This is an optimization exercise on Yosys and OpenROAD, whose aim is small area, a short achievable clock period and few clock cycles per item, not a production implementation. Power figures rest on the tool's default switching activity, not on a simulated workload.

==> flow/design.v <==
module bubble_sort_unit(
    input wire       CLK,
    input wire       RST,
    input wire       start_i,
    input wire  [8-1:0] in_data0_i,
    input wire  [8-1:0] in_data1_i,
    input wire  [8-1:0] in_data2_i,
    input wire  [8-1:0] in_data3_i,
    input wire  [8-1:0] in_data4_i,
    input wire  [8-1:0] in_data5_i,
    input wire  [8-1:0] in_data6_i,
    input wire  [8-1:0] in_data7_i,
    input wire  [8-1:0] in_data8_i,
    output wire [8-1:0] out_data0_o,
    output wire [8-1:0] out_data1_o,
    output wire [8-1:0] out_data2_o,
    output wire [8-1:0] out_data3_o,
    output wire [8-1:0] out_data4_o,
    output wire [8-1:0] out_data5_o,
    output wire [8-1:0] out_data6_o,
    output wire [8-1:0] out_data7_o,
    output wire [8-1:0] out_data8_o,
    output wire valid_o
);
    localparam W = 8;
    reg         busy_r;
    reg [W-1:0] d_r [0:8];
    reg [3:0]   swap_a_r, keep_a_r;
    reg         load_r;
    wire [W-1:0] in_w [0:8];
    assign in_w[0] = in_data0_i;
    assign in_w[1] = in_data1_i;
    assign in_w[2] = in_data2_i;
    assign in_w[3] = in_data3_i;
    assign in_w[4] = in_data4_i;
    assign in_w[5] = in_data5_i;
    assign in_w[6] = in_data6_i;
    assign in_w[7] = in_data7_i;
    assign in_w[8] = in_data8_i;
    wire [W-1:0] m_w [0:8];
    wire [W-1:0] b_w [0:8];
    wire [3:0]   swap_a_nx_w;
    genvar i;
    generate
        for (i = 0; i < 9; i = i + 1) begin : layer_a
            if (i == 8) begin : lone
                assign m_w[i] = load_r ? in_w[8] : d_r[8];
            end else begin : pair
                assign m_w[i] = ({W{load_r}}          & in_w[i])
                              | ({W{swap_a_r[i / 2]}} & d_r[i ^ 1])
                              | ({W{keep_a_r[i / 2]}} & d_r[i]);
            end
        end
        assign b_w[0] = m_w[0];
        for (i = 1; i < 9; i = i + 2) begin : layer_b
            wire s;
            gt8 cmp_b (.a_i(m_w[i]), .b_i(m_w[i+1]), .gt_o(s));
            assign b_w[i]   = s ? m_w[i+1] : m_w[i];
            assign b_w[i+1] = s ? m_w[i]   : m_w[i+1];
        end
        for (i = 0; i < 9; i = i + 1) begin : regs
            always @(posedge CLK) d_r[i] <= b_w[i];
        end
        wire [7:0] c1_w;
        wire [6:0] c2_w;
        wire [5:0] c3_w;
        for (i = 0; i < 8; i = i + 2) begin : cmp1
            gt8 cmp (.a_i(m_w[i]), .b_i(m_w[i+1]), .gt_o(c1_w[i]));
        end
        for (i = 1; i < 8; i = i + 2) begin : cmp1b
            assign c1_w[i] = 1'b0;
        end
        for (i = 0; i < 7; i = i + 1) begin : cmp2
            gt8 cmp (.a_i(m_w[i]), .b_i(m_w[i+2]), .gt_o(c2_w[i]));
        end
        for (i = 1; i < 6; i = i + 2) begin : cmp3
            gt8 cmp (.a_i(m_w[i]), .b_i(m_w[i+3]), .gt_o(c3_w[i]));
        end
        for (i = 0; i < 6; i = i + 2) begin : cmp3b
            assign c3_w[i] = 1'b0;
        end
        assign swap_a_nx_w[0] = c1_w[0] | c2_w[0];
        for (i = 1; i < 4; i = i + 1) begin : next_a
            assign swap_a_nx_w[i] = c2_w[2*i-1] | c3_w[2*i-1] | c1_w[2*i] | c2_w[2*i];
        end
    endgenerate
    always @(posedge CLK) begin
        swap_a_r <= {4{start_i}} &  swap_a_nx_w;
        keep_a_r <= {4{start_i}} & ~swap_a_nx_w;
    end
    always @(posedge CLK or negedge RST) begin
        if (!RST) begin
            busy_r <= 1'b0;
            load_r <= 1'b1;
        end else begin
            busy_r <= start_i;
            load_r <= ~start_i;
        end
    end
    assign valid_o = busy_r & ~|swap_a_r;
    assign out_data0_o = d_r[0];
    assign out_data1_o = d_r[1];
    assign out_data2_o = d_r[2];
    assign out_data3_o = d_r[3];
    assign out_data4_o = d_r[4];
    assign out_data5_o = d_r[5];
    assign out_data6_o = d_r[6];
    assign out_data7_o = d_r[7];
    assign out_data8_o = d_r[8];
endmodule
module gt8(
    input  wire [7:0] a_i,
    input  wire [7:0] b_i,
    output wire       gt_o
);
    wire [7:0] g1 = a_i & ~b_i;
    wire [7:0] l1 = ~a_i & b_i;
    wire [3:0] g2, l2;
    wire [1:0] g3, l3;
    genvar n;
    generate
        for (n = 0; n < 4; n = n + 1) begin : lvl2
            assign g2[n] = g1[2*n+1] | (~l1[2*n+1] & g1[2*n]);
            assign l2[n] = l1[2*n+1] | (~g1[2*n+1] & l1[2*n]);
        end
        for (n = 0; n < 2; n = n + 1) begin : lvl3
            assign g3[n] = g2[2*n+1] | (~l2[2*n+1] & g2[2*n]);
            assign l3[n] = l2[2*n+1] | (~g2[2*n+1] & l2[2*n]);
        end
    endgenerate
    assign gt_o = g3[1] | (~l3[1] & g3[0]);
endmodule
clock: 5.0 ns
lec_check: 0
cap_margin: 20
core_margin: 2
core_utilization: 40
setup_slack_margin: 2.1
slew_margin: 20
synth_hierarchical: 1
standard.sh (not shown) runs the stock make flow with config.mk's settings and CLKGATE_MAP_FILE= SYNTH_SCRIPT=/design/flow/synth_recipe.tcl, a recipe that flattens the netlist after the stock synthesis.
==> flow/flow/run.sh <==
#!/bin/bash
# The standard layout, with the port buffers made from the smallest buffer
# cell and a clock tree of smaller buffers without dummy loads.
set -euo pipefail
bash standard.sh \
  'BUFFER_PORTS_ARGS=-buffer_cell sky130_fd_sc_hd__buf_1' \
  'CTS_ARGS=-sink_clustering_enable -repair_clock_nets -dont_use_dummy_load -buf_list sky130_fd_sc_hd__clkbuf_8' \
  finish > standard_flow.log 2>&1
The first run finished with timing, DRC and antenna clean.
Rerun with:
--- a/flow/design.v
+++ b/flow/design.v
@@ -42,12 +42,13 @@
     wire [3:0]   swap_a_nx_w;
     genvar i;
     generate
         for (i = 0; i < 9; i = i + 1) begin : layer_a
+            wire ld = (i < 4) ? load_r : ~busy_r;
             if (i == 8) begin : lone
-                assign m_w[i] = load_r ? in_w[8] : d_r[8];
+                assign m_w[i] = ld ? in_w[8] : d_r[8];
             end else begin : pair
-                assign m_w[i] = ({W{load_r}}          & in_w[i])
+                assign m_w[i] = ({W{ld}}              & in_w[i])
                               | ({W{swap_a_r[i / 2]}} & d_r[i ^ 1])
                               | ({W{keep_a_r[i / 2]}} & d_r[i]);
             end
         end
After rerunning: Maximum frequency decreases by 1.3%; design area goes down by 0.77%; routed wire length grows by 2.8%; first-iteration DRC count shrinks by 15%; clock power rises by about 2%; setup slack gets worse by 0.036 ns; die area climbs by 0.54%; register-to-register slack is better by 0.03 ns; final cell count is about the same; total power rose by 4.2%; clock-buffer cell count does not change; hold slack is better by 0.015 ns; sequential share of layout area grows by 0.27 points; critical path depth drops by 2.
No functional check of the RTL was part of any run of this note.

* * *

## run a
bubble_sort_unit, a different RTL version from the one above (not shown whole).
Size in the first run: roughly 750 cells after synthesis, roughly 150 I/O pins, ~0.0060 mm^2 of cells after synthesis.
==> module bubble_sort_unit, before the edit <==
module bubble_sort_unit(
    input wire       CLK,
    input wire       RST,
    input wire       start_i,
    input wire  [8-1:0] in_data0_i,
    input wire  [8-1:0] in_data1_i,
    input wire  [8-1:0] in_data2_i,
    input wire  [8-1:0] in_data3_i,
    input wire  [8-1:0] in_data4_i,
    input wire  [8-1:0] in_data5_i,
    input wire  [8-1:0] in_data6_i,
    input wire  [8-1:0] in_data7_i,
    input wire  [8-1:0] in_data8_i,
    output wire [8-1:0] out_data0_o,
    output wire [8-1:0] out_data1_o,
    output wire [8-1:0] out_data2_o,
    output wire [8-1:0] out_data3_o,
    output wire [8-1:0] out_data4_o,
    output wire [8-1:0] out_data5_o,
    output wire [8-1:0] out_data6_o,
    output wire [8-1:0] out_data7_o,
    output wire [8-1:0] out_data8_o,
    output wire valid_o
);
    localparam W = 8;
    reg         busy_r;
    reg         done_r;
    reg [1:0]   pass_r;
    reg [W-1:0] d_r [0:8];
    reg [3:0]   swap_a_r, keep_a_r;
    reg         load_r;
    wire [W-1:0] in_w [0:8];
    assign in_w[0] = in_data0_i;
    assign in_w[1] = in_data1_i;
    assign in_w[2] = in_data2_i;
    assign in_w[3] = in_data3_i;
    assign in_w[4] = in_data4_i;
    assign in_w[5] = in_data5_i;
    assign in_w[6] = in_data6_i;
    assign in_w[7] = in_data7_i;
    assign in_w[8] = in_data8_i;
    function automatic gt8(input [7:0] a, input [7:0] b);
        reg [7:0] g1, l1;
        reg [3:0] g2, l2;
        reg [1:0] g3, l3;
        integer n;
        begin
            g1 = a & ~b;
            l1 = ~a & b;
            for (n = 0; n < 4; n = n + 1) begin
                g2[n] = g1[2*n+1] | (~l1[2*n+1] & g1[2*n]);
                l2[n] = l1[2*n+1] | (~g1[2*n+1] & l1[2*n]);
            end
            for (n = 0; n < 2; n = n + 1) begin
                g3[n] = g2[2*n+1] | (~l2[2*n+1] & g2[2*n]);
                l3[n] = l2[2*n+1] | (~g2[2*n+1] & l2[2*n]);
            end
            gt8 = g3[1] | (~l3[1] & g3[0]);
        end
    endfunction
    wire [W-1:0] m_w [0:8];
    wire [W-1:0] b_w [0:8];
    wire [3:0]   swap_b_w;
    wire [3:0]   swap_a_nx_w;
    genvar i;
    generate
        for (i = 0; i < 9; i = i + 1) begin : layer_a
            if (i == 8) begin : lone
                assign m_w[i] = load_r ? in_w[8] : d_r[8];
            end else begin : pair
                assign m_w[i] = ({W{load_r}}          & in_w[i])
                              | ({W{swap_a_r[i / 2]}} & d_r[i ^ 1])
                              | ({W{keep_a_r[i / 2]}} & d_r[i]);
            end
        end
        assign b_w[0] = m_w[0];
        for (i = 1; i < 9; i = i + 2) begin : layer_b
            wire s = gt8(m_w[i], m_w[i+1]);
            assign swap_b_w[i/2] = s;
            assign b_w[i]   = s ? m_w[i+1] : m_w[i];
            assign b_w[i+1] = s ? m_w[i]   : m_w[i+1];
        end
        for (i = 0; i < 9; i = i + 1) begin : regs
            always @(posedge CLK) d_r[i] <= b_w[i];
        end
        assign swap_a_nx_w[0] = gt8(m_w[0], m_w[1]) | gt8(m_w[0], m_w[2]);
        for (i = 1; i < 4; i = i + 1) begin : next_a
            assign swap_a_nx_w[i] =
                  gt8(m_w[2*i-1], m_w[2*i+1]) | gt8(m_w[2*i-1], m_w[2*i+2])
                | gt8(m_w[2*i],   m_w[2*i+1]) | gt8(m_w[2*i],   m_w[2*i+2]);
        end
    endgenerate
    always @(posedge CLK) begin
        swap_a_r <= {4{start_i}} &  swap_a_nx_w;
        keep_a_r <= {4{start_i}} & ~swap_a_nx_w;
    end
    wire sorted_w = ~|swap_b_w | (pass_r == 2'd3);
    always @(posedge CLK or negedge RST) begin
        if (!RST) begin
            busy_r <= 1'b0;
            load_r <= 1'b1;
            done_r <= 1'b0;
            pass_r <= 2'd0;
        end else begin
            busy_r <= start_i;
            load_r <= ~start_i;
            done_r <= start_i & (done_r | (busy_r & sorted_w));
            pass_r <= busy_r ? pass_r + 2'd1 : 2'd0;
        end
    end
    assign valid_o = done_r;
    assign out_data0_o = d_r[0];
    assign out_data1_o = d_r[1];
    assign out_data2_o = d_r[2];
    assign out_data3_o = d_r[3];
    assign out_data4_o = d_r[4];
    assign out_data5_o = d_r[5];
    assign out_data6_o = d_r[6];
    assign out_data7_o = d_r[7];
    assign out_data8_o = d_r[8];
endmodule
clock: 5.0 ns
lec_check: 0
cap_margin: 20
core_margin: 2
core_utilization: 40
setup_slack_margin: 1.8
slew_margin: 20
Scripts as last shown in full above: flow/flow/run.sh
Changes in run b relative to run a:
--- a/flow/design.v
+++ b/flow/design.v
@@ -28,6 +28,5 @@
     reg [1:0]   pass_r;
     reg [W-1:0] d_r [0:8];
-    reg [3:0]   swap_a_r, keep_a_r;
-    reg         load_r;
+    reg [3:0]   swap_a_r;
     wire [W-1:0] in_w [0:8];
     assign in_w[0] = in_data0_i;
@@ -41,20 +40,20 @@
     assign in_w[8] = in_data8_i;
     function automatic gt8(input [7:0] a, input [7:0] b);
-        reg [7:0] g1, l1;
-        reg [3:0] g2, l2;
-        reg [1:0] g3, l3;
+        reg [7:0] g1, e1;
+        reg [3:0] g2, e2;
+        reg [1:0] g3, e3;
         integer n;
         begin
             g1 = a & ~b;
-            l1 = ~a & b;
+            e1 = ~(a ^ b);
             for (n = 0; n < 4; n = n + 1) begin
-                g2[n] = g1[2*n+1] | (~l1[2*n+1] & g1[2*n]);
-                l2[n] = l1[2*n+1] | (~g1[2*n+1] & l1[2*n]);
+                g2[n] = g1[2*n+1] | (e1[2*n+1] & g1[2*n]);
+                e2[n] = e1[2*n+1] & e1[2*n];
             end
             for (n = 0; n < 2; n = n + 1) begin
-                g3[n] = g2[2*n+1] | (~l2[2*n+1] & g2[2*n]);
-                l3[n] = l2[2*n+1] | (~g2[2*n+1] & l2[2*n]);
+                g3[n] = g2[2*n+1] | (e2[2*n+1] & g2[2*n]);
+                e3[n] = e2[2*n+1] & e2[2*n];
             end
-            gt8 = g3[1] | (~l3[1] & g3[0]);
+            gt8 = g3[1] | (e3[1] & g3[0]);
         end
     endfunction
@@ -67,9 +66,11 @@
         for (i = 0; i < 9; i = i + 1) begin : layer_a
             if (i == 8) begin : lone
-                assign m_w[i] = load_r ? in_w[8] : d_r[8];
+                assign m_w[i] = busy_r ? d_r[8] : in_w[8];
             end else begin : pair
-                assign m_w[i] = ({W{load_r}}          & in_w[i])
-                              | ({W{swap_a_r[i / 2]}} & d_r[i ^ 1])
-                              | ({W{keep_a_r[i / 2]}} & d_r[i]);
+                wire s = swap_a_r[i / 2];
+                wire h = busy_r & ~s;
+                assign m_w[i] = ({W{~busy_r}} & in_w[i])
+                              | ({W{s}}       & d_r[i ^ 1])
+                              | ({W{h}}       & d_r[i]);
             end
         end
@@ -91,18 +92,13 @@
         end
     endgenerate
-    always @(posedge CLK) begin
-        swap_a_r <= {4{start_i}} &  swap_a_nx_w;
-        keep_a_r <= {4{start_i}} & ~swap_a_nx_w;
-    end
+    always @(posedge CLK) swap_a_r <= {4{start_i}} & swap_a_nx_w;
     wire sorted_w = ~|swap_b_w | (pass_r == 2'd3);
     always @(posedge CLK or negedge RST) begin
         if (!RST) begin
             busy_r <= 1'b0;
-            load_r <= 1'b1;
             done_r <= 1'b0;
             pass_r <= 2'd0;
         end else begin
             busy_r <= start_i;
-            load_r <= ~start_i;
             done_r <= start_i & (done_r | (busy_r & sorted_w));
             pass_r <= busy_r ? pass_r + 2'd1 : 2'd0;
==> comparison <==
NOTE power consumption run a->run b increased by more than 10%. Run a and run b ended up with roughly the same data arrival time of the critical path. [compare] base=run a new=run b: worst path setup slack after routing went up by 0.054 ns, wire length after detailed routing decreased by 2100 um relative to the old numbers, tightest hold margin saw an increase. Compared with run a, in run b flip-flop and latch count after synthesis now smaller, maximum frequency now larger, signed area change from the synthesized netlist to the final layout now smaller. Note that the layout inverter count without the clock tree recorded for run b amounts to 2.4 times the value seen in run a. Run b against run a: fraction of standard cell area in multi-input logic went up, post-layout instance area has increased.
No run of this note included a check of the RTL's function; only the layout flow was run.

-- separate check: timing with driven ports --
How much do the figures lean on ideal ports? The routed layouts below were timed once more, with nothing changed but the port constraints.
Step 1, drivers: a clkbuf_16 drives CLK and a buf_2 each remaining input, both assumed.
Step 2 moves the port delays by t, midway between the first and last clock arrival at a register: inputs arrive t later, outputs are due t later. That takes back most of the time a late clock gives input paths.
Three values: ideal, step 1, step 2; two values: the first two.
run | t (ns) | slack for setup (ns) | worst setup path after step 2
the first run of note 1 | 0.395 | 2.216 / 2.216 / 1.870 | input to register
the second run of note 1 | 0.400 | 2.179 / 2.195 / 1.794 | input to register
run a | 0.404 | 1.845 / 1.845 / 1.513 | input to register
run b | 0.403 | 1.899 / 1.899 / 1.567 | input to register
After both steps setup and hold are still met in every run listed. For the second run of note 1, which loses most, drivers alone change the setup slack by +0.016 ns; drivers and shift together by -0.385 ns.
